Source: an optimization exercise on an open RTL-to-GDS flow (aim: small area). Production flows keep margins and buffers that such runs may drop. Where RTL was checked, it was by simulation tests only, not by an equivalence proof against the original. For runs 3 to 6, only the layout was checked, not whether the RTL still works. No activity file was given, so power comes from the tool's default toggle rates.

$ cat design/flow/design.v
`timescale 1ns/100ps
module UART_echo(
	input wire CLK100MHZ,
	input wire SW0, SW1, SW2, 
	input wire RXD,
	output wire TXD
);
wire empty, full;
wire [4:0] depth;
wire isRX, isTX, reset;
assign reset = SW0;
assign isRX = SW1;
assign isTX = SW2;
wire [7:0] tx_data, rx_data;
wire done1, done2;
UART_Receiver U1 (.CLK100MHZ(CLK100MHZ), .reset(reset), .isRx(isRX), .RXD(RXD), .data(rx_data), .done(done1));
fifo_reg_array_sc U2 (.clk(CLK100MHZ), .reset(reset), .data_in(rx_data), .wen(done1), .ren(done2), .data_out(tx_data), .depth(depth), .empty(empty), .full(full));
UART_Trans #(8) M1 (.CLK100MHZ(CLK100MHZ), .reset(reset), .isTX(isTX&!empty), .data(tx_data), .TXD(TXD), .done(done2));
endmodule
module pulse_generator #(
	parameter CLEAR_IDLE = 0
) (
	input CLK100MHZ,
	input reset,
	input enable,
	output reg pulse
);
reg [9:0] counter;
parameter baudCount = 868;  
always @ (posedge CLK100MHZ, posedge reset) 
begin
	if (reset)
		begin
			pulse <= 0;
			counter <= 0;
		end
	else if (enable)	
		begin
			if (counter == baudCount - 1)
				begin
					pulse <= 1;
					counter <= 0;
				end
			else
				begin
					pulse <= 0;
					counter <= counter + 1;
				end
		end
	else if (CLEAR_IDLE)
		begin
			pulse <= 0;
			counter <= 0;
		end
end
endmodule
`timescale 1ns/100ps
module UART_Receiver #(
	parameter DATA_WIDTH = 8
)(
	input wire CLK100MHZ,
	input wire reset, 
	input wire isRx, 
	input wire RXD,
	output wire [DATA_WIDTH-1:0] data,
	output reg done
);
wire en;
reg [4:0] state;
reg pulse_enable;
reg [7:0] counter;
reg [4:0] i;
reg [DATA_WIDTH-1:0] D,Dout;
localparam
	Qini 	= 5'b00001,
	Qstart	= 5'b00010,
	Qrx		= 5'b00100,
	Qstop	= 5'b01000,
	Qdone 	= 5'b10000;
pulse_generator #(.CLEAR_IDLE(1)) Mp(.CLK100MHZ(CLK100MHZ), .reset(reset), .enable(pulse_enable), .pulse(en));
assign data = Dout;
always @ (posedge CLK100MHZ, posedge reset)
begin
	if (reset)
		begin
			state <= Qini;
			done <= 0;
			pulse_enable <= 0;
			D <= 0;
		end
	else if (isRx)
		case (state)
			Qini:
			begin
				if (RXD == 1'b0)
					begin
						state <= Qstart;
						pulse_enable <= 1;
						i <= 0;
						counter <= 0;
						D <= 0;
					end
			end
			Qstart:
			begin
				if (en)
					state <= Qrx;
			end
			Qrx:
			begin
				if (en)
					begin
						if (i == DATA_WIDTH-1)
							state <= Qstop;
						else 
							begin
								i <= i + 1;
								counter <= 0;
							end
					end
				else 
					begin
						counter <= counter + 1;
						if (counter == 217)
							begin
								D[i] <= RXD;
							end
					end
			end
			Qstop:
			begin
				if (en)
					begin
						state <= Qdone;
						done <= 1'b1;
						Dout <= D;
					end
			end
			Qdone:
			begin
				state<= Qini;
				done <= 1'b0;
				pulse_enable <= 1'b0;
			end
		endcase
end
endmodule
`timescale 1ns/100ps
module UART_Trans #(
	parameter DATA_WIDTH = 8
)(
	input wire CLK100MHZ,
	input wire reset, 
	input wire isTX, 
	input wire [DATA_WIDTH-1:0] data,
	output reg TXD,
	output reg done
);
wire en;
reg [4:0] i;
reg [DATA_WIDTH+1:0] dout;
reg [2:0] state;
localparam
	Qini 	= 3'b001,
	Qtrans	= 3'b010,
	Qend	= 3'b100;
pulse_generator Mp(.CLK100MHZ(CLK100MHZ), .reset(reset), .enable(isTX), .pulse(en));
always @ (posedge CLK100MHZ, posedge reset)
begin
	if (reset)
		begin
			state <= Qini;
			TXD <= 1;
			done <= 0;
		end
	else if (isTX) 
		begin		
			case(state)
				Qini:
				begin
					state <= Qtrans;
					i <= 0;
					dout <= {1'b1, data, 1'b0};  
				end
				Qtrans:
				begin
					if (en)
					begin
						if (i == DATA_WIDTH+2)
						begin
							i <= 0;
							state <= Qend;
							done <= 1'b1;
						end
						else
						begin
							TXD <= dout[i]; 
							i <= i + 1;
						end
					end
				end
				Qend:
				begin
					done <= 1'b0;
					state <= Qini;
				end
			endcase	
		end
end
endmodule
`timescale 1ns/100ps
module fifo_reg_array_sc (clk, reset, data_in, wen, ren, data_out, depth, empty, full);
parameter DATA_WIDTH = 8;
parameter ADDR_WIDTH = 4;
input clk, reset;
input wen, ren;  
input [DATA_WIDTH-1:0] data_in;
output [ADDR_WIDTH:0] depth;
output [DATA_WIDTH-1:0] data_out;
output empty, full;
reg [ADDR_WIDTH:0] rdptr, wrptr;  
wire [ADDR_WIDTH:0] depth;
wire wenq, renq; 
reg full, empty;
reg [DATA_WIDTH-1:0] Reg_Array [(2**ADDR_WIDTH)-1:0]; 
wire [ADDR_WIDTH:0] N_Plus_1_zeros = {(ADDR_WIDTH+1){1'b0}};
wire [ADDR_WIDTH-1:0] N_zeros = {(ADDR_WIDTH){1'b0}};
wire [ADDR_WIDTH:0] A_1_and_N_zeros = {1'b1, N_zeros}; 
assign depth = wrptr - rdptr;
always@(*)
begin
	empty  = 1'b0;
	full   = 1'b0;
	if (depth == N_Plus_1_zeros)
		empty  = 1'b1;
	if (depth ==  A_1_and_N_zeros) 
		full  = 1'b1;
end
assign wenq = (~full) & wen; 
assign renq = (~empty)& ren; 
assign data_out = Reg_Array[rdptr[ADDR_WIDTH-1:0]];  
always@(posedge clk, posedge reset)
begin
    if (reset)
		begin
			wrptr <= N_Plus_1_zeros;
			rdptr <= N_Plus_1_zeros;
		end
	else
		begin
			if (wenq) 
				begin
					Reg_Array[wrptr[ADDR_WIDTH-1:0]] <= data_in;   
					wrptr <= wrptr + 1;
				end
			if (renq)
					rdptr <= rdptr + 1;
		end
end
endmodule
$ cat design/flow/run.sh
#!/bin/bash
# synth_recipe.tcl (not shown) runs the flow's synth.tcl, then flattens the netlist and writes it again
# the make line also repeats each setting of config.mk as NAME=value (left out here)
make -C /OpenROAD-flow-scripts/flow DESIGN_CONFIG=/design/flow/config.mk WORK_HOME=/design/flow/orfs CLKGATE_MAP_FILE= SYNTH_SCRIPT=/design/flow/synth_recipe.tcl finish
$ cat design/flow/config.mk
export PLATFORM = sky130hd
export DESIGN_NAME = UART_echo
export DESIGN_NICKNAME = UART_echo
export VERILOG_FILES = /design/flow/design.v
export SDC_FILE = /design/flow/constraint.sdc
export NUM_CORES = 4
export LEC_CHECK = 0
export CAP_MARGIN = 20
export CORE_MARGIN = 2
export CORE_UTILIZATION = 40
export SLEW_MARGIN = 20
$ cat design/flow/constraint.sdc
create_clock -name core_clock -period 10.0 [get_ports {CLK100MHZ}]
set_input_delay 2.0000 -clock core_clock [delete_from_list [all_inputs] [get_ports {CLK100MHZ}]]
set_output_delay 2.0000 -clock core_clock [all_outputs]
set_load 0.01 [all_outputs]
==> flow_metrics.py, run 1 <==
metrics = {
    "power": {
        "pwr-share-comb": 0.057,
        "p_switching_mw": 0.432,
        "vdd_ir_drop_max_mv": 0.136,
        "total_power_mw": 1.98,
        "p_int_mw": 1.54,
        "power_density_nw_per_um2": 187,
        "p_clk_frac": 0.440,
        "seq_power_share": 0.503,
        "switching_share": 0.218,
        "p_leak_nw": 3.57,
    },
    "placement": {
        "dp_hpwl_um": 13300,
        "place_inst": 1017,
        "place_ws_ns": 5.59,
        "io_buffers": 5,
        "place_congestion": 0.824,
        "place_area_um2": 9750,
    },
    "sta": {
        "maxSlewViolCount": 0,
        "rsz0062_at_grt": "no",
        "post-route-period-util": 0.435,
        "worstMarginPinSlew_ns": 1.07,
        "finalWorstSetupSlack_ns": 5.65,
        "hold_viol": 0,
        "fin_tns_setup_ns": 0,
        "finalSetupViolCount": 0,
        "fin_skew_ns": 0.0201,
        "fin_hold_ws_ns": 0.443,
        "max_slew_margin": 0.279,
        "fin_crit_ns": 4.35,
        "fmax_ghz": 0.230,
    },
    "detailed_routing": {
        "drt_wl_total_um": 20400,
        "vias_per_cell": 5.56,
        "wl_per_cell_um": 19.2,
        "vias": 5888,
        "final_antenna_net_count": 0,
        "drt_pass1_iterations": 6,
        "post-route-drc-count": 0,
        "drt_iter0_markers": 578,
    },
    "clocking": {
        "cts_buffers": 23,
        "clkSinkCount": 214,
        "cts_root_buf": "clkbuf_16",
        "post_cts.repair.setup_buffers": 0,
        "clk_latency_ns": 0.51,
        "holdBufCountCts": 0,
        "clock_path_buffers": 3,
        "cts-resized-gates": 0,
        "cts_tree": "built",
        "cts.reportedPaths.clkPinSlew_ns": 0.06,
        "htreeDepth": 1,
    },
    "die": {
        "rows": 56,
        "core_um2": 23300,
        "die_w_um": 157,
        "io_pins": 6,
        "die_height_um": 157,
        "initial_core_util": 0.403,
        "die_area_um2": 24700,
    },
    "logic_synthesis": {
        "synth_largest_area_cell": "edfxtp_1",
        "yosys_warnings": 6,
        "synth.most_common_cell": "edfxtp_1",
        "yosysSeqAreaShare": 0.658,
        "syn_area_um2": 9380,
        "synth_top_area_share": 0.518,
        "ys_seq_elements": 214,
        "synthTopCellsByArea": "edfxtp_1 52%, dfrtp_1 13%, nor2_1 3.0%, ha_1 2.9%, xnor2_1 2.2%",
        "synthCells": 718,
        "syn-num-nets": 745,
        "syn_area_per_cell_um2": 13.1,
        "synth_common_cells": "162 x edfxtp_1, 74 x nor2_1, 49 x dfrtp_1",
        "yosysUniqueCellTypes": 66,
        "synth_flop_cell": "edfxtp_1",
        "synth_edf_count": 162,
        "async_flop_share": 0.243,
    },
    "global_route": {
        "grt_pass1_wl_um": 32700,
        "met3_usage": 0.0275,
        "grt_max_degree": 53,
        "gr-usage-all-layers": 0.170,
        "met1_usage": 0.239,
        "grt_most_used_layer": "met2",
        "grt_use_met2": 0.271,
        "gr-total-overflow": 0,
        "antenna_found_initial": 0,
        "grt_pass1_vias": 5917,
    },
    "final_layout": {
        "syn_to_final_growth_pct": 12.6,
        "final_util": 0.454,
        "final.fill_count": 2119,
        "stdcell_count": 1059,
        "final_nets": 751,
        "diodes": 0,
        "drive_above_1_share": 0.107,
        "fin_area_um2": 10600,
    },
    "worst_setup_path": {
        "cp.arrival_ns": 4.47,
        "path_class": "reg -> reg",
        "cp-end-kind": "register",
        "crit_required_ns": 10.12,
        "start_kind": "register",
        "cp_max_fo": 32,
    },
    "status": {
        "status": "no timing/DRC/antenna violations",
    },
    "run": {
        "maxCapViolCount": 0,
    },
    "min_path": {
        "hp-class": "reg -> reg",
    },
}
power by group through the flow:
stage	sequential (mW)	clock, mW	combinational (mW)
6_report	0.993	0.870	0.113
5_1_grt	0.997	0.922	0.129
4_1_cts	0.993	0.885	0.112
3_5_place_dp	1.01	0	0.112
3_3_place_gp	1.01	0	0.105
2_1_floorplan	0.999	0	0.0952
cells by family (layout without fill, tap and decap cells):
family / count (synthesis) / in the layout / synth area share
simple gates: 224 / 224 / 0.121
flops: 214 / 214 / 0.658
compound gates: 155 / 155 / 0.118
buf+inv: 53 / 75 / 0.0220
xor+xnor: 37 / 37 / 0.0345
fa+ha+maj: 22 / 22 / 0.0293
mux: 13 / 13 / 0.0175
final cells by class:
cell class | count | area (um2) | area share
clock buffer | 26 | 597 | 0.0565
clock inverter | 15 | 179 | 0.0169
inverter | 22 | 82.6 | 0.00782
multi-input combinational | 451 | 3030 | 0.287
sequential | 214 | 6170 | 0.584
tap | 319 | 399 | 0.0378
timing repair buffer | 12 | 106 | 0.0101
flip-flops by register name (all words and copies together) (netlist names):
register and flops:
M1.TXD 1, U2.wrptr 5, M1.state 3, U1.D 8, U1.counter 8, M1.Mp.counter 10
M1.Mp.pulse 1, U1.Mp.counter 10, U1.state 5, U1.i 5, U1.Dout 8, U2.Reg_Array 128
U2.rdptr 5, U1.Mp.pulse 1, M1.done 1, M1.i 5, U1.pulse_enable 1, M1.dout 8
U1.done 1
cells in the final DEF (no fill, tap or decap), types with 3 or more instances in the layout:
cell,netlist,final
dfrtp_1,49,49
dfstp_2,3,3
nor3_1,12,10
clkbuf_16,0,23
mux2_2,7,7
or3_1,5,5
nand3b_1,3,3
or2_2,6,6
a311oi_1,6,6
clkdlybuf4s50_1,0,5
a22oi_1,27,27
ha_1,22,22
nand3_1,35,35
and2_1,3,3
nor2_1,74,74
inv_1,22,21
o21ai_0,36,36
nand4_1,6,6
o22ai_1,3,3
xnor2_1,24,24
clkinv_2,0,7
a21oi_1,24,24
buf_4,0,6
edfxtp_1,162,162
nor4_1,3,3
bufinv_16,0,4
xor2_1,13,13
a31oi_1,12,12
nand2b_1,11,11
nand2_1,37,37
a221oi_1,9,9
o31ai_1,8,8
mux2i_1,4,4
a222oi_1,10,10
nor2b_1,5,5
and3_1,7,7
nand4b_1,3,3
metal layers:
| layer | up-vias | share of wire | wire (um) |
|---|---|---|---|
| met4 | 0 | 0.025 | 499 |
| met3 | 36 | 0.067 | 1360 |
| met2 | 206 | 0.47 | 9570 |
| met5 | - | 0 | 0 |
| li1 | 2741 | - | - |
| met1 | 2905 | 0.44 | 8930 |
worst max-delay path: stages (launching register included):
cell	delay, ns
dfrtp_1	1.02
inv_1	0.48
ha_1	0.47
a21oi_1	0.26
and3_1	0.21
o41a_1	0.37
nand3_1	0.26
nor3_1	0.88
path summary, 6_finish.rpt:
check / startpoint / to / slack, ns / cells past startpoint
worst max-delay path: U2.rdptr[3] / U2.Reg_Array[2][2] / 5.65 / 7
worst min-delay path: U1.D[4] / U1.Dout[4] / 0.44 / 0
worst max register to register: U2.rdptr[3] / U2.Reg_Array[2][2] / 5.65 / 7
worst min register to register: U1.D[4] / U1.Dout[4] / 0.44 / 0
max in group asynchronous: SW0 / U1.D[5] / 7.14 / 3
min in group asynchronous: SW0 / U2.wrptr[2] / 2.40 / 3
==> run 2, diff against run 1 <==
==> design/flow/design.v (replaced) <==
`timescale 1ns/100ps
module UART_echo(
	input wire CLK100MHZ,
	input wire SW0, SW1, SW2,
	input wire RXD,
	output wire TXD
);
wire clk = CLK100MHZ;
wire reset = SW0;
wire isRx = SW1;
localparam [3:0]
	R_INI   = 4'd0,
	R_START = 4'd1,
	R_RX0   = 4'd2,    
	R_STOP  = 4'd10,
	R_DONE  = 4'd11;
reg [3:0] rs;
reg [9:0] rc;        
reg [7:0] cnt;       
reg [7:0] D;
wire r_ini   = (rs == R_INI);
wire r_start = (rs == R_START);
wire r_rx    = (rs >= R_RX0) && (rs < R_STOP);
wire r_stop  = (rs == R_STOP);
wire r_done  = (rs == R_DONE);
wire [2:0] r_k = rs - R_RX0;
wire ren_p   = (rc == 10'd868);
always @(posedge clk, posedge reset)
	if (reset)
		rs <= R_INI;
	else if (isRx) begin
		if (r_ini) begin
			if (!RXD) rs <= R_START;
		end else if (r_done)
			rs <= R_INI;
		else if (ren_p)
			rs <= rs + 4'd1;
	end
always @(posedge clk)
	if (r_ini)
		rc <= 10'd0;
	else if (ren_p)
		rc <= 10'd1;
	else
		rc <= rc + 10'd1;
always @(posedge clk)
	if (isRx)
		cnt <= ren_p ? 8'd0 : cnt + 8'd1;
wire sample = isRx && r_rx && !ren_p && (cnt == 8'd217);
always @(posedge clk)
	if (isRx && r_start && ren_p)
		D <= 8'd0;
	else if (sample)
		D[r_k] <= RXD;
reg [4:0] wrptr, rdptr, w0;
reg [3:0] ph;
wire [4:0] depth = wrptr - rdptr;
wire empty = (depth == 5'd0);
wire full  = (depth == 5'd16);
localparam [3:0]
	T_INI = 4'd0,
	T_B0  = 4'd1,     
	T_END = 4'd12;
reg [3:0] ts;
wire t_end = (ts == T_END);
wire wenq = r_done && !full;
wire renq = t_end && !empty;
always @(posedge clk, posedge reset)
	if (reset) begin
		wrptr <= 5'd0;
		rdptr <= 5'd0;
		ph <= 4'd0;
	end else begin
		if (wenq) wrptr <= wrptr + 5'd1;
		if (renq) rdptr <= rdptr + 5'd1;
		ph <= ph + 4'd1;
	end
always @(posedge clk)
	if (isRx && r_stop && ren_p)
		w0 <= wrptr;
wire [4:0] nwr = wrptr - w0;
wire [3:0] off = ph - w0[3:0];
wire we = (r_done || r_ini || r_start) && ({1'b0, off} < nwr);
reg [15:0] ring [0:7];
integer b;
always @(posedge clk)
	for (b = 0; b < 8; b = b + 1)
		ring[b] <= {ring[b][14:0], we ? D[b] : ring[b][15]};
wire isTX = SW2 && !empty;
reg [9:0] tc;
wire ten = (tc == 10'd868);
always @(posedge clk, posedge reset)
	if (reset)
		tc <= 10'd0;
	else if (isTX)
		tc <= ten ? 10'd1 : tc + 10'd1;
always @(posedge clk, posedge reset)
	if (reset)
		ts <= T_INI;
	else if (isTX) begin
		if (ts == T_INI)
			ts <= T_B0;
		else if (t_end)
			ts <= T_INI;
		else if (ten)
			ts <= (ts == T_B0 + 4'd10) ? T_END : ts + 4'd1;
	end
wire [3:0] t_i = ts - T_B0;
wire [2:0] t_k = t_i - 4'd1;
wire t_data_next = (ts >= T_B0 + 4'd1) && (ts <= T_B0 + 4'd8);
wire t_data_now  = (ts >= T_B0 + 4'd2) && (ts <= T_B0 + 4'd9);
reg nextbit, databit;
reg [7:0] tap;
always @* for (b = 0; b < 8; b = b + 1) tap[b] = ring[b][15];
always @(posedge clk)
	if (t_data_next && ph == rdptr[3:0])
		nextbit <= tap[t_k];
always @(posedge clk)
	if (isTX && ten && t_data_next)
		databit <= nextbit;
assign TXD = (ts == T_B0 + 4'd1) ? 1'b0 : t_data_now ? databit : 1'b1;
endmodule
`timescale 1ns/100ps
`timescale 1ns/100ps
`timescale 1ns/100ps
==> run 2 against run 1 <==
Register-to-register slack improved by 1.2 ns. Still clean. Via count is 37% lower. Critical path type is now reg -> out. Combinational power barely moved. Largest power group unchanged. Sequential share of layout area decreased by 2.8 points. Non-clock buffer count decreased by 6. Area after synthesis down 30%. Largest cell class unchanged. Clock power decreased by 24%.
==> flow_metrics.py, run 2 <==
metrics = {
    "status": {
        "status": "no timing/DRC/antenna violations",
    },
    "sta": {
        "hold_viol": 0,
        "maxSlewViolCount": 0,
        "fin_skew_ns": 0.00762,
        "max_slew_margin": 0.362,
        "post-route-period-util": 0.430,
        "finalSetupViolCount": 0,
        "rsz0062_at_grt": "no",
        "fmax_ghz": 0.233,
        "fin_crit_ns": 4.30,
        "fin_tns_setup_ns": 0,
        "worstMarginPinSlew_ns": 0.954,
    },
    "clocking": {
        "cts_tree": "built",
        "htreeDepth": 4,
        "cts.reportedPaths.clkPinSlew_ns": 0.07,
        "clock_path_buffers": 2,
        "clk_latency_ns": 0.43,
        "cts_root_buf": "clkbuf_16",
        "holdBufCountCts": 0,
        "clkSinkCount": 193,
        "post_cts.repair.setup_buffers": 0,
        "cts_buffers": 17,
        "cts-resized-gates": 0,
    },
    "die": {
        "die_height_um": 133,
        "die_area_um2": 17600,
        "initial_core_util": 0.404,
        "core_um2": 16300,
        "io_pins": 6,
        "rows": 47,
        "die_w_um": 133,
    },
    "worst_setup_path": {
        "cp_slowest_cell": "clkdlybuf4s50_1",
        "reg2reg_to": "ring[7][0]",
        "crit_cells": 6,
        "cp-end-kind": "output port",
        "path_buf_inv": 2,
        "crit_required_ns": 8.00,
        "cp_max_fo": 7,
        "slowest_delay_ns": 0.58,
        "reg2reg_setup_slack_ns": 6.87,
        "start_kind": "register",
        "reg2reg_from": "wrptr[0]",
        "r2r_cells": 11,
        "cp.arrival_ns": 2.30,
        "crit_chain": "inv_1, ha_1, a221oi_1, nor3_1, a21oi_1, clkdlybuf4s50_1",
        "path_class": "reg -> out",
        "critPathTopFamily": "buffers and inverters",
    },
    "detailed_routing": {
        "final_antenna_net_count": 0,
        "vias": 3697,
        "post-route-drc-count": 0,
        "drt_pass1_iterations": 4,
        "drt_iter0_markers": 130,
        "drt_wl_total_um": 10000,
        "vias_per_cell": 4.71,
        "wl_per_cell_um": 12.8,
    },
    "run": {
        "maxCapViolCount": 0,
    },
    "placement": {
        "dp_hpwl_um": 6680,
        "place_congestion": 0.822,
        "io_buffers": 5,
        "place_area_um2": 6900,
    },
    "logic_synthesis": {
        "syn_area_per_cell_um2": 12.4,
        "synth.most_common_cell": "dfxtp_1",
        "yosys_warnings": 2,
        "synth_top_area_share": 0.442,
        "syn-num-nets": 577,
        "synth_flop_cell": "dfxtp_1",
        "yosysSeqAreaShare": 0.631,
        "synthTopCellsByArea": "dfxtp_1 44%, dfrtp_1 12%, ha_1 7.0%, edfxtp_1 6.8%, xor2_1 2.8%",
        "async_flop_share": 0.166,
        "syn_area_um2": 6610,
        "yosysUniqueCellTypes": 61,
        "synth_edf_count": 15,
        "ys_seq_elements": 193,
        "synth_largest_area_cell": "dfxtp_1",
        "synthCells": 533,
        "synth_common_cells": "146 x dfxtp_1, 43 x nor2_1, 37 x ha_1",
    },
    "power": {
        "p_leak_nw": 3.17,
        "vdd_ir_drop_max_mv": 0.161,
        "power_density_nw_per_um2": 215,
    },
    "min_path": {
        "hold_path_startpoint": "ring[6][9]",
        "holdPathEnd": "ring[6][10]",
        "hold_path_depth": 0,
        "hp-class": "reg -> reg",
    },
    "final_layout": {
        "final.fill_count": 1523,
        "drive_above_1_share": 0.108,
        "diodes": 0,
        "syn_to_final_growth_pct": 13.5,
        "largest_reg_flops": 128,
        "layout_commonest_cell": "dfxtp_1",
        "fin_area_um2": 7500,
        "multi_input_area_um2": 2290,
        "area.sequential_um2": 4170,
        "layout_common_cells": "146 x dfxtp_1, 43 x nor2_1, 37 x ha_1",
        "final_nets": 596,
    },
    "global_route": {
        "grt_pass1_vias": 3570,
        "grt_max_degree": 33,
        "grt_pass1_wl_um": 17400,
        "gr-usage-all-layers": 0.125,
        "antenna_found_initial": 0,
        "gr-total-overflow": 0,
    },
}
run 2: cell count changes after synthesis, moves of 18 or more:
cell | before | now
nor2_1 | 74 | 43
a22oi_1 | 27 | 2
edfxtp_1 | 162 | 15
clkbuf_1 | 23 | 1
o21ai_0 | 36 | 18
dfxtp_1 | 0 | 146
run 2: layout make-up:
class | count | share of cell area
clock buffer | 18 | 0.0585
inverter | 28 | 0.0140
clock inverter | 14 | 0.0215
tap | 220 | 0.0367
timing repair buffer | 6 | 0.00767
sequential | 193 | 0.556
multi-input combinational | 306 | 0.305
run 2: cell families (layout without fill, tap and decap cells):
group,after synthesis,after routing,synth area share
xor gates and xnor gates,41,41,0.0543
buffers and inverters,34,66,0.0220
muxes,19,19,0.0358
adders and majority gates,39,39,0.0761
DFF,193,193,0.631
and+or+nand+nor,146,146,0.119
AOI/OAI and AO/OA,61,61,0.0611
run 2: worst max-delay path by stage:
stage,start,to
final,ts[2],TXD
after global routing,ts[2],TXD
after CTS,ts[2],TXD
after detailed placement,SW1,D[0]
after global placement,SW1,D[0]
after floorplan,SW1,D[0]
run 2: where the power goes:
part / switching (mW) / internal, mW
logic: 0.0622 / 0.0495
clock network: 0.320 / 0.345
registers: 0.0331 / 0.806
run 2: routing by layer:
layer | track usage | vias up | routed length (um)
met5 | 0 | - | 0
met4 | 0.0597 | 0 | 221
met3 | 0.0372 | 17 | 312
met2 | 0.188 | 36 | 4410
met1 | 0.165 | 1772 | 5070
li1 | - | 1872 | -
run 2: through the flow:
stage | setup WS [ns] | power [mW] | cells | utilization | hold WS, ns
floorplan | 6.80 | 0.935 | 533 | - | 0.310
global placement | 5.76 | 0.961 | 753 | 0.422 | 0.311
detailed placement | 5.67 | 0.968 | 753 | 0.422 | 0.312
CTS | 5.67 | 1.63 | 785 | 0.459 | 0.325
global route | 5.55 | 1.68 | 785 | 0.459 | 0.332
finish | 5.70 | 1.62 | 785 | 0.459 | 0.326
==> run 3, diff against run 2 <==
==> design/flow/design.v (replaced) <==
`timescale 1ns/100ps
module UART_echo(
	input wire CLK100MHZ,
	input wire SW0, SW1, SW2,
	input wire RXD,
	output reg TXD
);
wire clk = CLK100MHZ;
wire reset = SW0;
wire isRx = SW1;
localparam [9:0] BT_P = 10'd737;
function [9:0] bt_next(input [9:0] s, input p);
	bt_next = {s[8:3], s[2] ^ p, s[1:0], s[9] ^ s[6]};
endfunction
function bt_pulse(input [9:0] s);    
	bt_pulse = s[9] & s[6] & s[5] & !s[4] & !s[3] & s[2] & !s[1] & s[0];
endfunction
localparam [3:0]
	R_INI   = 4'd4,
	R_START = 4'd5,
	R_RX0   = 4'd6,
	R_RX6   = 4'd12,
	R_STOP  = 4'd14,
	R_DONE  = 4'd15;
reg [3:0] rs;
reg [9:0] rc;
reg [7:0] cnt;
reg [7:0] D;
wire r_ini   = (rs == R_INI);
wire r_start = (rs == R_START);
wire r_rx    = (rs >= R_RX0) && (rs < R_STOP);
wire r_stop  = (rs == R_STOP);
wire r_done  = (rs == R_DONE);
wire ren_p   = bt_pulse(rc);
wire r_adv   = isRx && (r_ini ? !RXD : (r_done || ren_p));
wire [4:0] rs_inc = {1'b0, rs} + 5'd1;
always @(posedge clk, posedge reset)
	if (reset)
		rs <= R_INI;
	else if (r_adv)
		rs <= rs_inc[3:0] | {1'b0, rs_inc[4], 2'b00};
always @(posedge clk)
	if (r_ini)
		rc <= BT_P;
	else
		rc <= bt_next(rc, ren_p);
always @(posedge clk)
	if (isRx)
		cnt <= ren_p ? 8'd0 : {cnt[6:0], cnt[7] ^ cnt[5] ^ cnt[4] ^ cnt[3] ^ (cnt[6:0] == 7'd0)};
wire sample = isRx && r_rx && !ren_p && (cnt == 8'd202);
wire shift = isRx && ren_p && (rs >= R_START) && (rs <= R_RX6);
always @(posedge clk)
	if (shift)
		D <= {1'b0, D[7:1]};
	else if (sample)
		D[7] <= RXD;
reg [4:0] wrptr, rdptr, w0;
reg [3:0] ph;
wire lo_eq = (wrptr[3:0] == rdptr[3:0]);
wire empty = lo_eq && (wrptr[4] == rdptr[4]);
wire full  = lo_eq && (wrptr[4] != rdptr[4]);
localparam [3:0]
	T_B9  = 4'd3,
	T_END = 4'd5,
	T_INI = 4'd6;
reg [3:0] ts;
wire t_end = (ts == T_END);
wire t_ini = (ts == T_INI);
wire wenq = r_done && !full;
wire renq = t_end && !empty;
always @(posedge clk, posedge reset)
	if (reset) begin
		wrptr <= 5'd0;
		rdptr <= 5'd0;
		ph <= 4'd0;
	end else begin
		if (wenq) wrptr <= wrptr + 5'd1;
		if (renq) rdptr <= rdptr + 5'd1;
		ph <= ph + 4'd1;
	end
always @(posedge clk)
	if (isRx && r_stop && ren_p)
		w0 <= wrptr;
wire [4:0] nwr = wrptr - w0;
wire [3:0] off = ph - w0[3:0];
wire we = (r_done || r_ini || r_start) && ({1'b0, off} < nwr);
reg [15:0] ring [0:7];
integer b;
always @(posedge clk)
	for (b = 0; b < 8; b = b + 1)
		ring[b] <= {ring[b][14:0], we ? D[b] : ring[b][15]};
wire isTX = SW2 && !empty;
reg [9:0] tc;
wire ten = bt_pulse(tc);
always @(posedge clk, posedge reset)
	if (reset)
		tc <= BT_P;
	else if (isTX)
		tc <= bt_next(tc, ten);
wire t_adv = isTX && (t_ini || t_end || ten);
wire [4:0] ts_inc = {1'b0, ts} + 5'd1;
always @(posedge clk, posedge reset)
	if (reset)
		ts <= T_INI;
	else if (t_adv)
		ts <= ts_inc[3:0] | {2'b00, ts_inc[4], ts_inc[4]};
reg nextbit;
reg [7:0] tap;
always @* for (b = 0; b < 8; b = b + 1) tap[b] = ring[b][15];
always @(posedge clk)
	if (t_ini)
		nextbit <= 1'b0;
	else if (ts == T_B9)
		nextbit <= 1'b1;
	else if (ts[3] && ph == rdptr[3:0])
		nextbit <= tap[ts[2:0]];
always @(posedge clk, posedge reset)
	if (reset)
		TXD <= 1'b1;
	else if (isTX && ten && !t_ini && !t_end)
		TXD <= nextbit;
endmodule
`timescale 1ns/100ps
`timescale 1ns/100ps
`timescale 1ns/100ps
--- a/design/flow/config.mk
+++ b/design/flow/config.mk
@@ -8,4 +8,5 @@
 export CAP_MARGIN = 20
 export CORE_MARGIN = 2
 export CORE_UTILIZATION = 40
+export CTS_BUF_LIST = sky130_fd_sc_hd__clkbuf_8
 export SLEW_MARGIN = 20
==> run 3 against run 2 <==
Still clean. Clock-buffer cell count unchanged. Clock skew up 0.0064 ns. Worst setup slack better by 0.69 ns. Synthesized cell count down 24%. Design area down 13%. Hold slack worse by 0.0074 ns. Critical path depth down 3. Area after synthesis down 10%.
==> flow_metrics.py, run 3 <==
metrics = {
    "sta": {
        "fin_hold_ws_ns": 0.319,
        "fin_tns_setup_ns": 0,
        "maxSlewViolCount": 0,
        "finalSetupViolCount": 0,
        "worstMarginPinSlew_ns": 0.941,
        "max_slew_margin": 0.367,
        "fin_crit_ns": 3.61,
        "fin_skew_ns": 0.0141,
        "fmax_ghz": 0.277,
        "rsz0062_at_grt": "no",
        "post-route-period-util": 0.361,
        "hold_viol": 0,
    },
    "detailed_routing": {
        "drt_iter0_markers": 108,
        "drt_pass1_iterations": 4,
        "final_antenna_net_count": 0,
        "vias": 2771,
        "vias_per_cell": 4.50,
        "post-route-drc-count": 0,
        "wl_per_cell_um": 12.6,
        "drt_wl_total_um": 7790,
    },
    "logic_synthesis": {
        "async_flop_share": 0.171,
        "syn_area_per_cell_um2": 14.8,
        "ys_seq_elements": 193,
        "synth_top_area_share": 0.471,
        "synth_largest_area_cell": "dfxtp_1",
        "synth_common_cells": "140 x dfxtp_1, 24 x dfrtp_1, 23 x ha_1",
        "synth_edf_count": 20,
        "synthCells": 403,
        "synth_flop_cell": "dfxtp_1",
        "yosysUniqueCellTypes": 47,
        "synthTopCellsByArea": "dfxtp_1 47%, dfrtp_1 10%, edfxtp_1 10%, ha_1 4.8%, dfstp_2 4.0%",
        "yosysSeqAreaShare": 0.713,
        "yosys_warnings": 2,
        "syn_area_um2": 5950,
        "synth.most_common_cell": "dfxtp_1",
        "syn-num-nets": 433,
    },
    "placement": {
        "dp_hpwl_um": 4950,
        "io_buffers": 5,
        "place_congestion": 0.740,
    },
    "min_path": {
        "hold_path_startpoint": "ring[0][2]",
        "hp-class": "reg -> reg",
        "hold_path_depth": 0,
        "holdPathEnd": "ring[0][3]",
    },
    "die": {
        "die_w_um": 126,
        "core_um2": 14500,
        "io_pins": 6,
        "rows": 44,
        "initial_core_util": 0.409,
        "die_height_um": 126,
        "die_area_um2": 15900,
    },
    "final_layout": {
        "layout_commonest_cell": "dfxtp_1",
        "drive_above_1_share": 0.157,
        "diodes": 0,
        "largest_reg_flops": 128,
        "final_nets": 450,
        "layout_common_cells": "140 x dfxtp_1, 24 x dfrtp_1, 23 x inv_1, 23 x ha_1, 20 x edfxtp_1",
        "syn_to_final_growth_pct": 9.74,
    },
    "clocking": {
        "clk_latency_ns": 0.44,
        "cts-resized-gates": 0,
        "cts.reportedPaths.clkPinSlew_ns": 0.09,
        "cts_tree": "built",
        "clock_path_buffers": 2,
        "cts_buffers": 17,
        "clkSinkCount": 193,
        "holdBufCountCts": 0,
        "htreeDepth": 4,
        "post_cts.repair.setup_buffers": 0,
        "cts_root_buf": "clkbuf_8",
    },
    "power": {
        "p_switching_mw": 0.435,
        "p_int_mw": 1.25,
        "vdd_ir_drop_max_mv": 0.115,
        "seq_power_share": 0.611,
        "power_density_nw_per_um2": 258,
        "pwr-share-comb": 0.134,
        "p_leak_nw": 2.79,
        "switching_share": 0.259,
        "p_clk_frac": 0.255,
    },
    "worst_setup_path": {
        "path_class": "in -> reg",
        "cp.arrival_ns": 3.68,
        "cp_max_fo": 12,
        "cp-end-kind": "register",
        "r2r_cells": 10,
        "reg2reg_from": "wrptr[0]",
        "start_kind": "input port",
        "reg2reg_to": "ring[6][0]",
        "crit_required_ns": 10.07,
        "reg2reg_setup_slack_ns": 7.05,
    },
    "global_route": {
        "gr-total-overflow": 0,
        "grt_use_met2": 0.152,
        "grt_max_degree": 34,
        "met1_usage": 0.149,
        "grt_most_used_layer": "met2",
        "antenna_found_initial": 0,
        "met3_usage": 0.0416,
        "grt_pass1_wl_um": 13500,
        "gr-usage-all-layers": 0.109,
        "grt_pass1_vias": 2744,
    },
    "status": {
        "status": "no timing/DRC/antenna violations",
    },
    "run": {
        "maxCapViolCount": 0,
    },
}
-- run 3: changes by cell type in the layout (fill, tap and decap cells not counted), sizes merged, moves of 7 or more --
cell,change
ha,-14
mux2,+9
inv,-10
o21ai,-9
nand3,-22
and3,-7
nand2,-10
a21oi,-8
nor2,-38
and2,+9
dfstp,+9
dfrtp,-8
-- run 3: worst max-delay path by stage --
stage / start / end / cells past startpoint
after detailed placement: SW1 / D[2] / 3
after floorplan: SW1 / D[0] / 2
after global routing: SW1 / D[1] / 3
final: SW1 / D[1] / 3
after CTS: SW1 / D[1] / 3
after global placement: SW1 / D[0] / 3
-- run 3: final cells by class --
class                      instances  area, um2
clock buffer                      18        248
fill                            1314       8010
sequential                       193       4240
multi-input combinational        183       1590
tap                              184        230
inverter                          19       71.3
clock inverter                    13       88.8
timing repair buffer               6       57.6
-- run 3: logic make-up (layout without fill, tap and decap cells) --
family	after synthesis	in the layout	synth area share
DFF	193	193	0.713
and+or+nand+nor	70	70	0.0692
xor gates and xnor gates	33	33	0.0486
AOI/OAI and AO/OA	28	28	0.0330
muxes	27	27	0.0602
buffers and inverters	27	56	0.0206
adders and majority gates	25	25	0.0551
-- run 3: metal layers --
| metal | vias up | share of wire |
|---|---|---|
| met5 | - | 0 |
| met4 | 0 | 0.016 |
| met3 | 11 | 0.030 |
| met2 | 21 | 0.43 |
| met1 | 1345 | 0.52 |
| li1 | 1394 | - |
-- run 3: power groups by stage --
| stage | clock [mW] | combinational (mW) | sequential [mW] |
|---|---|---|---|
| 3_5_place_dp | 0 | 0.228 | 1.04 |
| 4_1_cts | 0.448 | 0.231 | 1.03 |
| 2_1_floorplan | 0 | 0.208 | 1.01 |
| 3_3_place_gp | 0 | 0.223 | 1.04 |
| 6_report | 0.429 | 0.226 | 1.03 |
| 5_1_grt | 0.477 | 0.258 | 1.05 |
-- run 3: critical path, stage by stage --
cell and delay [ns]:
clkdlybuf4s50_1 0.77, inv_1 0.10, a2111oi_2 0.80
-- run 3: metrics by stage --
stage / worst slack (ns) / util / power [mW] / std cells / cell area [um2]
global placement: 5.98 / 0.426 / 1.26 / 585 / 6190
detailed placement: 5.88 / 0.426 / 1.27 / 585 / 6190
floorplan: 6.18 / - / 1.22 / 403 / 5950
CTS: 6.39 / 0.449 / 1.71 / 616 / 6530
global route: 6.23 / 0.449 / 1.78 / 616 / 6530
finish: 6.39 / 0.449 / 1.68 / 616 / 6530
==> run 4, diff against run 3 <==
--- a/design/flow/config.mk
+++ b/design/flow/config.mk
@@ -8,5 +8,4 @@
 export CAP_MARGIN = 20
 export CORE_MARGIN = 2
 export CORE_UTILIZATION = 40
-export CTS_BUF_LIST = sky130_fd_sc_hd__clkbuf_8
 export SLEW_MARGIN = 20
==> run 4 against run 3 <==
Register-to-register slack barely moved. Design area rose by 2.9%. First-iteration DRC count rose by 31%. Critical path depth did not move. Combinational power barely moved. Critical endpoint unchanged. Largest cell class unchanged. Largest power group unchanged. Highest routed layer unchanged.
==> flow_metrics.py, run 4 <==
metrics = {
    "power": {
        "switching_share": 0.245,
        "p_leak_nw": 2.86,
        "vdd_ir_drop_max_mv": 0.132,
        "p_clk_frac": 0.323,
        "p_int_mw": 1.40,
        "seq_power_share": 0.555,
        "pwr-share-comb": 0.122,
        "total_power_mw": 1.85,
        "p_switching_mw": 0.454,
        "power_density_nw_per_um2": 276,
    },
    "global_route": {
        "grt_pass1_wl_um": 13500,
        "gr-total-overflow": 0,
        "gr-usage-all-layers": 0.109,
        "grt_pass1_vias": 2744,
        "grt_max_degree": 34,
        "antenna_found_initial": 0,
    },
    "logic_synthesis": {
        "synthCells": 403,
        "synth_top_area_share": 0.471,
        "synth_common_cells": "140 x dfxtp_1, 24 x dfrtp_1, 23 x ha_1",
        "ys_seq_elements": 193,
        "syn-num-nets": 433,
        "synth.most_common_cell": "dfxtp_1",
        "synthTopCellsByArea": "dfxtp_1 47%, dfrtp_1 10%, edfxtp_1 10%, ha_1 4.8%, dfstp_2 4.0%",
        "synth_edf_count": 20,
        "yosys_warnings": 2,
        "async_flop_share": 0.171,
        "synth_largest_area_cell": "dfxtp_1",
        "synth_flop_cell": "dfxtp_1",
        "yosysSeqAreaShare": 0.713,
        "yosysUniqueCellTypes": 47,
        "syn_area_um2": 5950,
        "syn_area_per_cell_um2": 14.8,
    },
    "worst_setup_path": {
        "start_kind": "input port",
        "path_class": "in -> reg",
        "reg2reg_from": "wrptr[0]",
        "reg2reg_to": "ring[7][0]",
        "cp-end-kind": "register",
        "r2r_cells": 10,
        "crit_required_ns": 10.04,
        "cp.arrival_ns": 3.67,
        "reg2reg_setup_slack_ns": 7.04,
        "cp_max_fo": 12,
    },
    "placement": {
        "place_inst": 585,
        "place_area_um2": 6190,
        "dp_hpwl_um": 4950,
        "io_buffers": 5,
        "place_congestion": 0.740,
        "place_ws_ns": 5.88,
    },
    "sta": {
        "maxSlewViolCount": 0,
        "fmax_ghz": 0.275,
        "finalWorstSetupSlack_ns": 6.37,
        "fin_crit_ns": 3.63,
        "hold_viol": 0,
        "fin_tns_setup_ns": 0,
        "post-route-period-util": 0.363,
        "worstMarginPinSlew_ns": 0.943,
        "finalSetupViolCount": 0,
        "rsz0062_at_grt": "no",
        "fin_skew_ns": 0.0133,
        "max_slew_margin": 0.366,
    },
    "status": {
        "status": "no timing/DRC/antenna violations",
    },
    "clocking": {
        "clock_path_buffers": 2,
        "cts.reportedPaths.clkPinSlew_ns": 0.06,
        "post_cts.repair.setup_buffers": 0,
        "htreeDepth": 4,
        "clk_latency_ns": 0.42,
        "cts-resized-gates": 0,
        "cts_root_buf": "clkbuf_16",
        "clkSinkCount": 193,
        "cts_tree": "built",
        "holdBufCountCts": 0,
        "cts_buffers": 17,
    },
    "detailed_routing": {
        "wl_per_cell_um": 12.7,
        "drt_pass1_iterations": 4,
        "post-route-drc-count": 0,
        "final_antenna_net_count": 0,
        "vias_per_cell": 4.52,
        "drt_iter0_markers": 141,
        "vias": 2786,
        "drt_wl_total_um": 7800,
    },
    "final_layout": {
        "layout_commonest_cell": "dfxtp_1",
        "largest_reg_flops": 128,
        "final.fill_count": 1294,
        "final_nets": 450,
        "diodes": 0,
        "syn_to_final_growth_pct": 13.0,
        "fin_area_um2": 6720,
        "stdcell_count": 616,
        "drive_above_1_share": 0.157,
        "layout_common_cells": "140 x dfxtp_1, 24 x dfrtp_1, 23 x ha_1",
    },
    "die": {
        "rows": 44,
        "core_um2": 14500,
        "io_pins": 6,
        "die_w_um": 126,
        "die_area_um2": 15900,
        "die_height_um": 126,
        "initial_core_util": 0.409,
    },
    "min_path": {
        "holdPathEnd": "ring[0][3]",
        "hold_path_startpoint": "ring[0][2]",
        "hold_path_depth": 0,
        "hp-class": "reg -> reg",
    },
    "run": {
        "maxCapViolCount": 0,
    },
}
-- run 4: changes by cell type in the layout (fill, tap and decap cells not counted) --
cell / previous run / this run
clkbuf_1: 0 / 4
clkbuf_16: 0 / 17
clkbuf_8: 18 / 1
inv_1: 23 / 19
-- run 4: how the worst max path moves through the flow --
stage	end	start	slack (ns)
2_1_floorplan	D[0]	SW1	6.18
3_5_place_dp	D[2]	SW1	5.88
3_3_place_gp	D[0]	SW1	5.98
4_1_cts	D[1]	SW1	6.35
5_1_grt	D[1]	SW1	6.19
6_report	D[1]	SW1	6.37
-- run 4: cells by family (layout without fill, tap and decap cells) --
kind of cell | Yosys count | after routing | synth area share
flip-flops | 193 | 193 | 0.713
AND/OR/NAND/NOR | 70 | 70 | 0.0692
XOR/XNOR | 33 | 33 | 0.0486
AO/OA/AOI/OAI | 28 | 28 | 0.0330
multiplexers | 27 | 27 | 0.0602
buffers and inverters | 27 | 56 | 0.0206
adder cells (fa/ha/maj) | 25 | 25 | 0.0551
-- run 4: final cells by class --
type,instances,area [um2],area share
clock buffer,22,454,0.0676
inverter,19,71.3,0.0106
timing repair buffer,6,57.6,0.00857
sequential,193,4240,0.631
clock inverter,9,73.8,0.0110
multi-input combinational,183,1590,0.237
tap,184,230,0.0343
-- run 4: critical path, stage by stage --
cell and delay, ns:
clkdlybuf4s50_1 0.76, inv_1 0.10, a2111oi_2 0.80
-- run 4: per-stage QoR --
step | hold WS (ns) | util
2_1_floorplan | 0.310 | -
3_3_place_gp | 0.310 | 0.426
3_5_place_dp | 0.312 | 0.426
4_1_cts | 0.323 | 0.462
5_1_grt | 0.328 | 0.462
6_report | 0.320 | 0.462
-- run 4: power groups by stage --
stage,logic (mW),clock network [mW],registers [mW]
final,0.226,0.599,1.03
after global routing,0.257,0.648,1.05
after CTS,0.230,0.618,1.03
after detailed placement,0.228,0,1.04
after global placement,0.223,0,1.04
after floorplan,0.208,0,1.01
-- run 4: routing by layer --
layer  vias up  global-route usage  routed length, um
met5         -                   0                  0
met4         0              0.0485                100
met3        10              0.0467                284
met2        30               0.152               3380
met1      1351               0.149               4040
li1       1395                   -                  -
==> run 5, diff against run 4 <==
--- a/design/flow/config.mk
+++ b/design/flow/config.mk
@@ -8,4 +8,8 @@
 export CAP_MARGIN = 20
 export CORE_MARGIN = 2
 export CORE_UTILIZATION = 40
+export CTS_BUF_LIST = sky130_fd_sc_hd__clkbuf_8
+export CTS_CLUSTER_DIAMETER = 80
+export CTS_CLUSTER_SIZE = 25
+export HOLD_SLACK_MARGIN = 0
 export SLEW_MARGIN = 20
==> run 5 against run 4 <==
Core utilization down 1.3 points. Maximum frequency grew 0.57%. Cell count did not move. Routed wire length shrank 0.17%. Sequential cell count unchanged. Global-route usage about the same. Non-clock buffer count is the same. Via count is 0.54% lower. Synthesized cell count did not move. Sequential share of layout area is 1.9 points higher. Critical path depth unchanged. First-iteration DRC count fell by 23%. Highest routed layer unchanged.
==> flow_metrics.py, run 5 <==
metrics = {
    "status": {
        "status": "no timing/DRC/antenna violations",
    },
    "worst_setup_path": {
        "reg2reg_to": "ring[6][0]",
        "crit_path_start": "SW1",
        "path_class": "in -> reg",
        "crit_required_ns": 10.07,
        "cp-end-kind": "register",
        "start_kind": "input port",
        "reg2reg_setup_slack_ns": 7.05,
        "cp_max_fo": 12,
        "reg2reg_from": "wrptr[0]",
        "cp.arrival_ns": 3.68,
        "r2r_cells": 10,
        "crit_end": "D[1]",
    },
    "logic_synthesis": {
        "async_flop_share": 0.171,
        "synthCells": 403,
        "syn_area_um2": 5950,
        "ys_seq_elements": 193,
        "synth_common_cells": "140 x dfxtp_1, 24 x dfrtp_1, 23 x ha_1",
        "yosys_warnings": 2,
        "synth_edf_count": 20,
        "yosysSeqAreaShare": 0.713,
        "synth-xor-area-share": 0.0486,
        "synthMuxAreaShare": 0.0602,
        "syn-num-nets": 433,
        "synth_top_family_by_area": "simple AND/OR/NAND/NOR gates",
        "synth_flop_cell": "dfxtp_1",
        "synth-compound-area-share": 0.0330,
        "synthTopCellsByArea": "dfxtp_1 47%, dfrtp_1 10%, edfxtp_1 10%, ha_1 4.8%, dfstp_2 4.0%",
        "synth_top_area_share": 0.471,
        "synth_adder_area_share": 0.0551,
        "syn_area_per_cell_um2": 14.8,
        "yosysUniqueCellTypes": 47,
        "synth_largest_area_cell": "dfxtp_1",
        "synth-simple-area-share": 0.0692,
        "synth.most_common_cell": "dfxtp_1",
    },
    "clocking": {
        "holdBufCountCts": 0,
        "cts.reportedPaths.clkPinSlew_ns": 0.09,
        "cts_root_buf": "clkbuf_8",
        "clk_latency_ns": 0.44,
        "cts_tree": "built",
        "cts-resized-gates": 0,
        "htreeDepth": 4,
        "cts_buffers": 17,
        "post_cts.repair.setup_buffers": 0,
        "clkSinkCount": 193,
        "clock_path_buffers": 2,
    },
    "sta": {
        "fin_tns_setup_ns": 0,
        "max_slew_margin": 0.367,
        "post-route-period-util": 0.361,
        "hold_viol": 0,
        "fin_crit_ns": 3.61,
        "fin_skew_ns": 0.0141,
        "worstMarginPinSlew_ns": 0.941,
        "rsz0062_at_grt": "no",
        "fmax_ghz": 0.277,
        "maxSlewViolCount": 0,
        "fin_hold_ws_ns": 0.319,
        "finalSetupViolCount": 0,
    },
    "placement": {
        "place_congestion": 0.740,
        "io_buffers": 5,
        "dp_hpwl_um": 4950,
    },
    "global_route": {
        "antenna_found_initial": 0,
        "grt_pass1_vias": 2744,
        "gr-total-overflow": 0,
        "grt_max_degree": 34,
        "grt_pass1_wl_um": 13500,
        "gr-usage-all-layers": 0.109,
    },
    "die": {
        "die_w_um": 126,
        "rows": 44,
        "io_pins": 6,
        "core_um2": 14500,
        "die_height_um": 126,
        "initial_core_util": 0.409,
        "die_area_um2": 15900,
    },
    "final_layout": {
        "layout_common_cells": "140 x dfxtp_1, 24 x dfrtp_1, 23 x inv_1, 23 x ha_1, 20 x edfxtp_1",
        "layout_commonest_cell": "dfxtp_1",
        "largest_reg_flops": 128,
        "diodes": 0,
        "syn_to_final_growth_pct": 9.74,
        "final_nets": 450,
        "drive_above_1_share": 0.157,
        "final.fill_count": 1314,
    },
    "run": {
        "maxCapViolCount": 0,
    },
    "power": {
        "p_leak_nw": 2.79,
        "vdd_ir_drop_max_mv": 0.115,
        "power_density_nw_per_um2": 258,
    },
    "detailed_routing": {
        "wl_per_cell_um": 12.6,
        "drt_pass1_iterations": 4,
        "post-route-drc-count": 0,
        "drt_iter0_markers": 108,
        "vias_per_cell": 4.50,
        "drt_wl_total_um": 7790,
        "vias": 2771,
        "final_antenna_net_count": 0,
    },
    "min_path": {
        "hp-class": "reg -> reg",
    },
}
[run 5: cell counts after synthesis]
Identical to the previous run, type by type.
[run 5: worst min path at each step]
stage                     cells after the start     endpoint   startpoint  slack, ns
after floorplan                               0  ring[0][10]   ring[0][9]       0.31
after global placement                        0   ring[0][2]   ring[0][1]       0.31
after detailed placement                      0   ring[0][1]   ring[0][0]       0.31
after CTS                                     0  ring[3][11]  ring[3][10]       0.32
after global routing                          0   ring[0][3]   ring[0][2]       0.33
final                                         0   ring[0][3]   ring[0][2]       0.32
[run 5: per-stage QoR]
| step | instances | util | area [um2] | power (mW) | setup slack [ns] |
|---|---|---|---|---|---|
| final | 616 | 0.449 | 6530 | 1.68 | 6.39 |
| after global routing | 616 | 0.449 | 6530 | 1.78 | 6.23 |
| after CTS | 616 | 0.449 | 6530 | 1.71 | 6.39 |
| after detailed placement | 585 | 0.426 | 6190 | 1.27 | 5.88 |
| after global placement | 585 | 0.426 | 6190 | 1.26 | 5.98 |
| after floorplan | 403 | - | 5950 | 1.22 | 6.18 |
[run 5: critical path, stage by stage]
cell             delay, ns
clkdlybuf4s50_1       0.77
inv_1                 0.10
a2111oi_2             0.80
[run 5: cells by family (layout without fill, tap and decap cells)]
group,after synthesis,after routing
buffers and inverters,27,56
DFF,193,193
and+or+nand+nor,70,70
adders and majority gates,25,25
xor gates and xnor gates,33,33
AOI/OAI and AO/OA,28,28
muxes,27,27
[run 5: final cells by class]
type                            count  area, um2  area share
Tap cell                          184        230      0.0353
Sequential cell                   193       4240       0.650
Inverter                           19       71.3      0.0109
Clock buffer                       18        248      0.0380
Multi-Input combinational cell    183       1590       0.244
Clock inverter                     13       88.8      0.0136
Timing Repair Buffer                6       57.6     0.00882
[run 5: per-layer routing]
| metal | global-route usage | share of wire | wire length (um) |
|---|---|---|---|
| met3 | 0.0416 | 0.030 | 235 |
| met5 | 0 | 0 | 0 |
| met1 | 0.149 | 0.52 | 4060 |
| met4 | 0.0543 | 0.016 | 123 |
| met2 | 0.152 | 0.43 | 3360 |
[run 5: power breakdown]
group	switching, mW	total, mW	internal [mW]
clock	0.252	0.429	0.177
combinational	0.104	0.226	0.122
sequential	0.0789	1.03	0.949
==> run 6, diff against run 5 <==
--- a/design/flow/config.mk
+++ b/design/flow/config.mk
@@ -9,7 +9,7 @@
 export CORE_MARGIN = 2
 export CORE_UTILIZATION = 40
 export CTS_BUF_LIST = sky130_fd_sc_hd__clkbuf_8
-export CTS_CLUSTER_DIAMETER = 80
-export CTS_CLUSTER_SIZE = 25
+export CTS_CLUSTER_DIAMETER = 200
+export CTS_CLUSTER_SIZE = 40
 export HOLD_SLACK_MARGIN = 0
 export SLEW_MARGIN = 20
==> run 6 against run 5 <==
Still clean. First-iteration DRC count did not move. Register-to-register slack is essentially flat. Design area is the same. Critical path depth unchanged. Combinational power barely moved. Sequential cell count did not move. Highest routed layer unchanged.
==> flow_metrics.py, run 6 <==
metrics = {
    "detailed_routing": {
        "drt_wl_total_um": 7790,
        "vias_per_cell": 4.50,
        "wl_per_cell_um": 12.6,
        "drt_pass1_iterations": 4,
        "drt_iter0_markers": 108,
        "final_antenna_net_count": 0,
        "post-route-drc-count": 0,
        "vias": 2771,
    },
    "worst_setup_path": {
        "crit_chain": "clkdlybuf4s50_1, inv_1, a2111oi_2",
        "slowest_delay_ns": 0.80,
        "crit_cells": 3,
        "reg2reg_from": "wrptr[0]",
        "cp-end-kind": "register",
        "critPathTopFamily": "buffers and inverters",
        "start_kind": "input port",
        "path_class": "in -> reg",
        "cp_slowest_cell": "a2111oi_2",
        "reg2reg_to": "ring[6][0]",
        "path_buf_inv": 2,
        "r2r_cells": 10,
        "reg2reg_setup_slack_ns": 7.05,
        "cp_max_fo": 12,
        "crit_required_ns": 10.07,
        "cp.arrival_ns": 3.68,
    },
    "clocking": {
        "cts_root_buf": "clkbuf_8",
        "clk_latency_ns": 0.44,
        "clock_path_buffers": 2,
        "cts_buffers": 17,
        "cts.reportedPaths.clkPinSlew_ns": 0.09,
        "cts-resized-gates": 0,
        "clkSinkCount": 193,
        "post_cts.repair.setup_buffers": 0,
        "cts_tree": "built",
        "holdBufCountCts": 0,
        "htreeDepth": 4,
    },
    "logic_synthesis": {
        "synth_largest_area_cell": "dfxtp_1",
        "synthCells": 403,
        "synth_common_cells": "140 x dfxtp_1, 24 x dfrtp_1, 23 x ha_1",
        "syn_area_um2": 5950,
        "ys_seq_elements": 193,
        "async_flop_share": 0.171,
        "yosysSeqAreaShare": 0.713,
        "syn-num-nets": 433,
        "synth_top_area_share": 0.471,
        "synth_edf_count": 20,
        "yosysUniqueCellTypes": 47,
        "synth_flop_cell": "dfxtp_1",
        "syn_area_per_cell_um2": 14.8,
        "synth.most_common_cell": "dfxtp_1",
        "yosys_warnings": 2,
        "synthTopCellsByArea": "dfxtp_1 47%, dfrtp_1 10%, edfxtp_1 10%, ha_1 4.8%, dfstp_2 4.0%",
    },
    "die": {
        "rows": 44,
        "io_pins": 6,
        "core_um2": 14500,
        "die_height_um": 126,
        "die_area_um2": 15900,
        "initial_core_util": 0.409,
        "die_w_um": 126,
    },
    "sta": {
        "fin_crit_ns": 3.61,
        "fin_tns_setup_ns": 0,
        "worstMarginPinSlew_ns": 0.941,
        "max_slew_margin": 0.367,
        "fin_hold_ws_ns": 0.319,
        "maxSlewViolCount": 0,
        "fmax_ghz": 0.277,
        "rsz0062_at_grt": "no",
        "fin_skew_ns": 0.0141,
        "post-route-period-util": 0.361,
        "hold_viol": 0,
        "finalSetupViolCount": 0,
    },
    "min_path": {
        "hold_path_depth": 0,
        "hold_path_startpoint": "ring[0][2]",
        "hp-class": "reg -> reg",
        "holdPathEnd": "ring[0][3]",
    },
    "final_layout": {
        "layout_commonest_cell": "dfxtp_1",
        "layout_common_cells": "140 x dfxtp_1, 24 x dfrtp_1, 23 x inv_1, 23 x ha_1, 20 x edfxtp_1",
        "largest_reg_flops": 128,
        "final_nets": 450,
        "diodes": 0,
        "syn_to_final_growth_pct": 9.74,
        "drive_above_1_share": 0.157,
    },
    "global_route": {
        "gr-usage-all-layers": 0.109,
        "gr-total-overflow": 0,
        "antenna_found_initial": 0,
        "grt_pass1_wl_um": 13500,
        "grt_max_degree": 34,
        "grt_pass1_vias": 2744,
    },
    "placement": {
        "io_buffers": 5,
        "dp_hpwl_um": 4950,
        "place_congestion": 0.740,
    },
    "power": {
        "p_leak_nw": 2.79,
        "vdd_ir_drop_max_mv": 0.115,
        "power_density_nw_per_um2": 258,
    },
    "status": {
        "status": "no timing/DRC/antenna violations",
    },
    "run": {
        "maxCapViolCount": 0,
    },
}
run 6: cell counts after synthesis:
No cell type changed its count.
run 6: layer usage:
metal,GRT usage,vias to the layer above,share of wire
li1,-,1394,-
met1,0.149,1345,0.52
met2,0.152,21,0.43
met3,0.0416,11,0.030
met4,0.0543,0,0.016
met5,0,-,0
run 6: logic make-up (layout without fill, tap and decap cells):
| kind of cell | Yosys count | in the layout | synth area share |
|---|---|---|---|
| compound gates | 28 | 28 | 0.0330 |
| xor+xnor | 33 | 33 | 0.0486 |
| fa+ha+maj | 25 | 25 | 0.0551 |
| buf+inv | 27 | 56 | 0.0206 |
| flops | 193 | 193 | 0.713 |
| mux | 27 | 27 | 0.0602 |
| simple gates | 70 | 70 | 0.0692 |
run 6: layout make-up:
type | count | area [um2]
Clock inverter | 13 | 88.8
Clock buffer | 18 | 248
Timing Repair Buffer | 6 | 57.6
Sequential cell | 193 | 4240
Fill cell | 1314 | 8010
Multi-Input combinational cell | 183 | 1590
Tap cell | 184 | 230
Inverter | 19 | 71.3
run 6: how the worst max path moves through the flow:
stage / start / endpoint / slack, ns
2_1_floorplan: SW1 / D[0] / 6.18
3_3_place_gp: SW1 / D[0] / 5.98
3_5_place_dp: SW1 / D[2] / 5.88
4_1_cts: SW1 / D[1] / 6.39
5_1_grt: SW1 / D[1] / 6.23
6_report: SW1 / D[1] / 6.39
run 6: stage by stage:
step / power, mW / setup slack (ns) / util / std cells / cell area, um2
finish: 1.68 / 6.39 / 0.449 / 616 / 6530
global route: 1.78 / 6.23 / 0.449 / 616 / 6530
CTS: 1.71 / 6.39 / 0.449 / 616 / 6530
detailed placement: 1.27 / 5.88 / 0.426 / 585 / 6190
global placement: 1.26 / 5.98 / 0.426 / 585 / 6190
floorplan: 1.22 / 6.18 / - / 403 / 5950
run 6: where the power goes:
group	switching, mW	internal (mW)	total [mW]
clock	0.252	0.177	0.429
sequential	0.0789	0.949	1.03
combinational	0.104	0.122	0.226
total	0.435	1.25	1.68
==> run 7, diff against run 6 <==
--- a/design/flow/design.v
+++ b/design/flow/design.v
@@ -54,11 +54,10 @@
 		D <= {1'b0, D[7:1]};
 	else if (sample)
 		D[7] <= RXD;
-reg [4:0] wrptr, rdptr, w0;
-reg [3:0] ph;
-wire lo_eq = (wrptr[3:0] == rdptr[3:0]);
-wire empty = lo_eq && (wrptr[4] == rdptr[4]);
-wire full  = lo_eq && (wrptr[4] != rdptr[4]);
+reg [4:0] depth, m;
+reg [3:0] j;
+wire empty = (depth == 5'd0);
+wire full  = depth[4];
 localparam [3:0]
 	T_B9  = 4'd3,
 	T_END = 4'd5,
@@ -70,20 +69,16 @@
 wire renq = t_end && !empty;
 always @(posedge clk, posedge reset)
 	if (reset) begin
-		wrptr <= 5'd0;
-		rdptr <= 5'd0;
-		ph <= 4'd0;
+		depth <= 5'd0;
+		j <= 4'd0;
 	end else begin
-		if (wenq) wrptr <= wrptr + 5'd1;
-		if (renq) rdptr <= rdptr + 5'd1;
-		ph <= ph + 4'd1;
+		depth <= depth + {4'd0, wenq} - {4'd0, renq};
+		j <= j + {3'd0, !renq};
 	end
+wire [4:0] m_base = (isRx && r_stop && ren_p) ? depth : m;
 always @(posedge clk)
-	if (isRx && r_stop && ren_p)
-		w0 <= wrptr;
-wire [4:0] nwr = wrptr - w0;
-wire [3:0] off = ph - w0[3:0];
-wire we = (r_done || r_ini || r_start) && ({1'b0, off} < nwr);
+	m <= m_base - {4'd0, renq && (m_base != 5'd0)};
+wire we = (r_done || r_ini || r_start) && ({1'b0, j} >= m);
 reg [15:0] ring [0:7];
 integer b;
 always @(posedge clk)
@@ -112,7 +107,7 @@
 		nextbit <= 1'b0;
 	else if (ts == T_B9)
 		nextbit <= 1'b1;
-	else if (ts[3] && ph == rdptr[3:0])
+	else if (ts[3] && j == 4'd0)
 		nextbit <= tap[ts[2:0]];
 always @(posedge clk, posedge reset)
 	if (reset)
--- a/design/flow/config.mk
+++ b/design/flow/config.mk
@@ -9,7 +9,4 @@
 export CORE_MARGIN = 2
 export CORE_UTILIZATION = 40
 export CTS_BUF_LIST = sky130_fd_sc_hd__clkbuf_8
-export CTS_CLUSTER_DIAMETER = 200
-export CTS_CLUSTER_SIZE = 40
-export HOLD_SLACK_MARGIN = 0
 export SLEW_MARGIN = 20
==> run 7 against run 6 <==
Still clean. Worst setup slack lost 0.29 ns. Clock-buffer cell count is the same. Hold slack gained 0.0097 ns. Sequential share of layout area grew 0.099 points. Clock skew is essentially flat. Register-to-register slack is essentially flat. Sequential power shrank 6%. Largest cell class unchanged.
==> flow_metrics.py, run 7 <==
metrics = {
    "logic_synthesis": {
        "async_flop_share": 0.149,
        "ys_seq_elements": 188,
        "synthCells": 385,
        "synth_flop_cell": "dfxtp_1",
        "synth_largest_area_cell": "dfxtp_1",
        "syn_area_per_cell_um2": 14.6,
        "syn_area_um2": 5630,
        "synthTopCellsByArea": "dfxtp_1 52%, dfrtp_1 8.4%, edfxtp_1 8.0%, ha_1 5.1%, dfstp_2 4.2%",
        "synth_edf_count": 15,
        "yosysUniqueCellTypes": 54,
        "yosysSeqAreaShare": 0.722,
        "syn-num-nets": 414,
        "synth_common_cells": "145 x dfxtp_1, 23 x ha_1, 23 x inv_1",
        "yosys_warnings": 2,
        "synth_top_area_share": 0.516,
        "synth.most_common_cell": "dfxtp_1",
    },
    "detailed_routing": {
        "drt_iter0_markers": 105,
        "drt_pass1_iterations": 4,
        "post-route-drc-count": 0,
        "wl_per_cell_um": 12.1,
        "vias": 2633,
        "final_antenna_net_count": 0,
        "drt_wl_total_um": 7250,
        "vias_per_cell": 4.40,
    },
    "sta": {
        "maxSlewViolCount": 0,
        "finalSetupViolCount": 0,
        "worstMarginPinSlew_ns": 0.550,
        "max_slew_margin": 0.632,
        "rsz0062_at_grt": "no",
        "hold_viol": 0,
        "fin_skew_ns": 0.0137,
        "post-route-period-util": 0.390,
        "fin_crit_ns": 3.90,
        "fin_tns_setup_ns": 0,
        "fmax_ghz": 0.257,
    },
    "die": {
        "die_area_um2": 15000,
        "die_height_um": 123,
        "core_um2": 13800,
        "initial_core_util": 0.407,
        "io_pins": 6,
        "die_w_um": 123,
        "rows": 43,
    },
    "final_layout": {
        "drive_above_1_share": 0.127,
        "largest_reg_flops": 128,
        "syn_to_final_growth_pct": 11.0,
        "final_nets": 434,
        "layout_common_cells": "145 x dfxtp_1, 25 x inv_1, 23 x ha_1",
        "multi_input_area_um2": 1450,
        "fin_area_um2": 6250,
        "layout_commonest_cell": "dfxtp_1",
        "final.fill_count": 1205,
        "diodes": 0,
        "area.sequential_um2": 4070,
    },
    "power": {
        "p_clk_frac": 0.288,
        "p_leak_nw": 2.65,
        "p_switching_mw": 0.390,
        "total_power_mw": 1.58,
        "power_density_nw_per_um2": 252,
        "vdd_ir_drop_max_mv": 0.122,
        "switching_share": 0.248,
        "seq_power_share": 0.612,
        "pwr-share-comb": 0.100,
        "p_int_mw": 1.19,
    },
    "clocking": {
        "clock_path_buffers": 2,
        "cts_root_buf": "clkbuf_8",
        "htreeDepth": 4,
        "clkSinkCount": 188,
        "cts.reportedPaths.clkPinSlew_ns": 0.08,
        "clk_latency_ns": 0.45,
        "cts_tree": "built",
        "holdBufCountCts": 0,
        "cts_buffers": 17,
        "post_cts.repair.setup_buffers": 0,
        "cts-resized-gates": 0,
    },
    "worst_setup_path": {
        "cp_slowest_cell": "clkdlybuf4s50_1",
        "cp_max_fo": 12,
        "path_class": "in -> reg",
        "cp_common_cell": "ha_1",
        "cp.arrival_ns": 4.23,
        "slowest_delay_ns": 0.82,
        "crit_chain": "clkdlybuf4s50_1, nand3_4, a311oi_1, ha_1, ha_1, nand3_1, xnor2_1, nor2_1, a21oi_1",
        "cp-end-kind": "register",
        "critPathTopFamily": "buffers and inverters",
        "start_kind": "input port",
        "crit_required_ns": 10.34,
        "path_buf_inv": 1,
    },
    "global_route": {
        "grt_pass1_wl_um": 12800,
        "grt_pass1_vias": 2722,
        "gr-total-overflow": 0,
        "antenna_found_initial": 0,
        "grt_max_degree": 29,
        "gr-usage-all-layers": 0.114,
    },
    "run": {
        "maxCapViolCount": 0,
    },
    "min_path": {
        "hp-class": "reg -> reg",
    },
    "placement": {
        "io_buffers": 5,
        "place_area_um2": 5880,
        "dp_hpwl_um": 4700,
        "place_congestion": 0.769,
    },
    "status": {
        "status": "no timing/DRC/antenna violations",
    },
}
run 7: changes by cell type after synthesis, moves of 4 or more:
cell / previous run / this run
nor3_1: 8 / 3
mux2_4: 9 / 1
mux2_2: 14 / 1
o21ai_0: 10 / 1
mux2_1: 0 / 18
edfxtp_1: 20 / 15
nor2_1: 5 / 15
dfrtp_1: 24 / 19
inv_1: 19 / 23
dfxtp_1: 140 / 145
xor2_1: 16 / 4
run 7: routing by layer:
metal  GRT usage  vias up  wire, um
li1            -     1337         -
met1       0.151     1257      3800
met2       0.156       28      3030
met3      0.0493       11       280
met4      0.0647        0       140
met5           0        -         0
run 7: area by class of cell:
class                   count  share of cell area
flip-flops and latches    188               0.651
clock inverters            14              0.0188
multi-input cells         169               0.232
well taps                 180              0.0361
inverters                  23              0.0138
clock buffers              18              0.0397
repair buffers              6             0.00921
run 7: per-stage QoR:
| stage | hold slack, ns | utilization | cells | setup WS (ns) |
|---|---|---|---|---|
| 6_report | 0.329 | 0.452 | 598 | 6.10 |
| 5_1_grt | 0.332 | 0.452 | 598 | 5.92 |
| 4_1_cts | 0.326 | 0.452 | 598 | 6.12 |
| 3_5_place_dp | 0.312 | 0.425 | 566 | 5.62 |
| 3_3_place_gp | 0.310 | 0.425 | 566 | 5.75 |
| 2_1_floorplan | 0.310 | - | 385 | 6.76 |
run 7: path summary, 6_finish.rpt:
kind                            start         end  slack [ns]  cells after the start
min in group asynchronous         SW0    depth[3]        1.91                      3
min reg2reg                ring[0][6]  ring[0][7]        0.33                      0
max in group asynchronous         SW0       ts[2]        7.77                      3
max                               SW1        m[4]        6.10                      9
min                        ring[0][6]  ring[0][7]        0.33                      0
max reg2reg                  depth[3]    depth[4]        7.04                     15
run 7: logic make-up after synthesis:
family | synth area share
compound gates | 0.0356
xor+xnor | 0.0280
fa+ha+maj | 0.0547
buf+inv | 0.0209
flops | 0.722
mux | 0.0558
simple gates | 0.0829
run 7: power by group through the flow:
stage	Sequential [mW]	Combinational, mW	Clock [mW]
after floorplan	0.954	0.148	0
after global placement	0.980	0.155	0
after detailed placement	0.982	0.160	0
after CTS	0.969	0.161	0.475
after global routing	0.983	0.182	0.505
final	0.965	0.158	0.454

==> afterwards: timing with drivers on the ports <==
How much do the figures lean on ideal ports? The routed layouts below were timed once more, with nothing changed but the port constraints. Step 1: set_driving_cell puts a clkbuf_16 on CLK100MHZ and a buf_2 on each other input, an assumption about the parent block. Step 2, shift: input delay + t, output delay - t, t = (earliest + latest rising clock arrival at the registers) / 2. This alone moves slack from input paths to output paths. Slacks: ideal / step 1 / step 2; pairs: ideal / step 1.
| run | t (ns) | slack for setup (ns) |
|---|---|---|
| run 1 | 0.546 | 5.650 / 5.650 / 5.650 |
| run 2 | 0.465 | 5.700 / 5.660 / 5.633 |
| run 3 | 0.471 | 6.390 / 6.402 / 5.931 |
| run 4 | 0.453 | 6.369 / 6.387 / 5.935 |
| run 5 | 0.471 | 6.390 / 6.402 / 5.931 |
| run 6 | 0.471 | 6.390 / 6.402 / 5.931 |
| run 7 | 0.477 | 6.103 / 6.116 / 5.638 |
After both steps setup and hold are still met in every run listed.
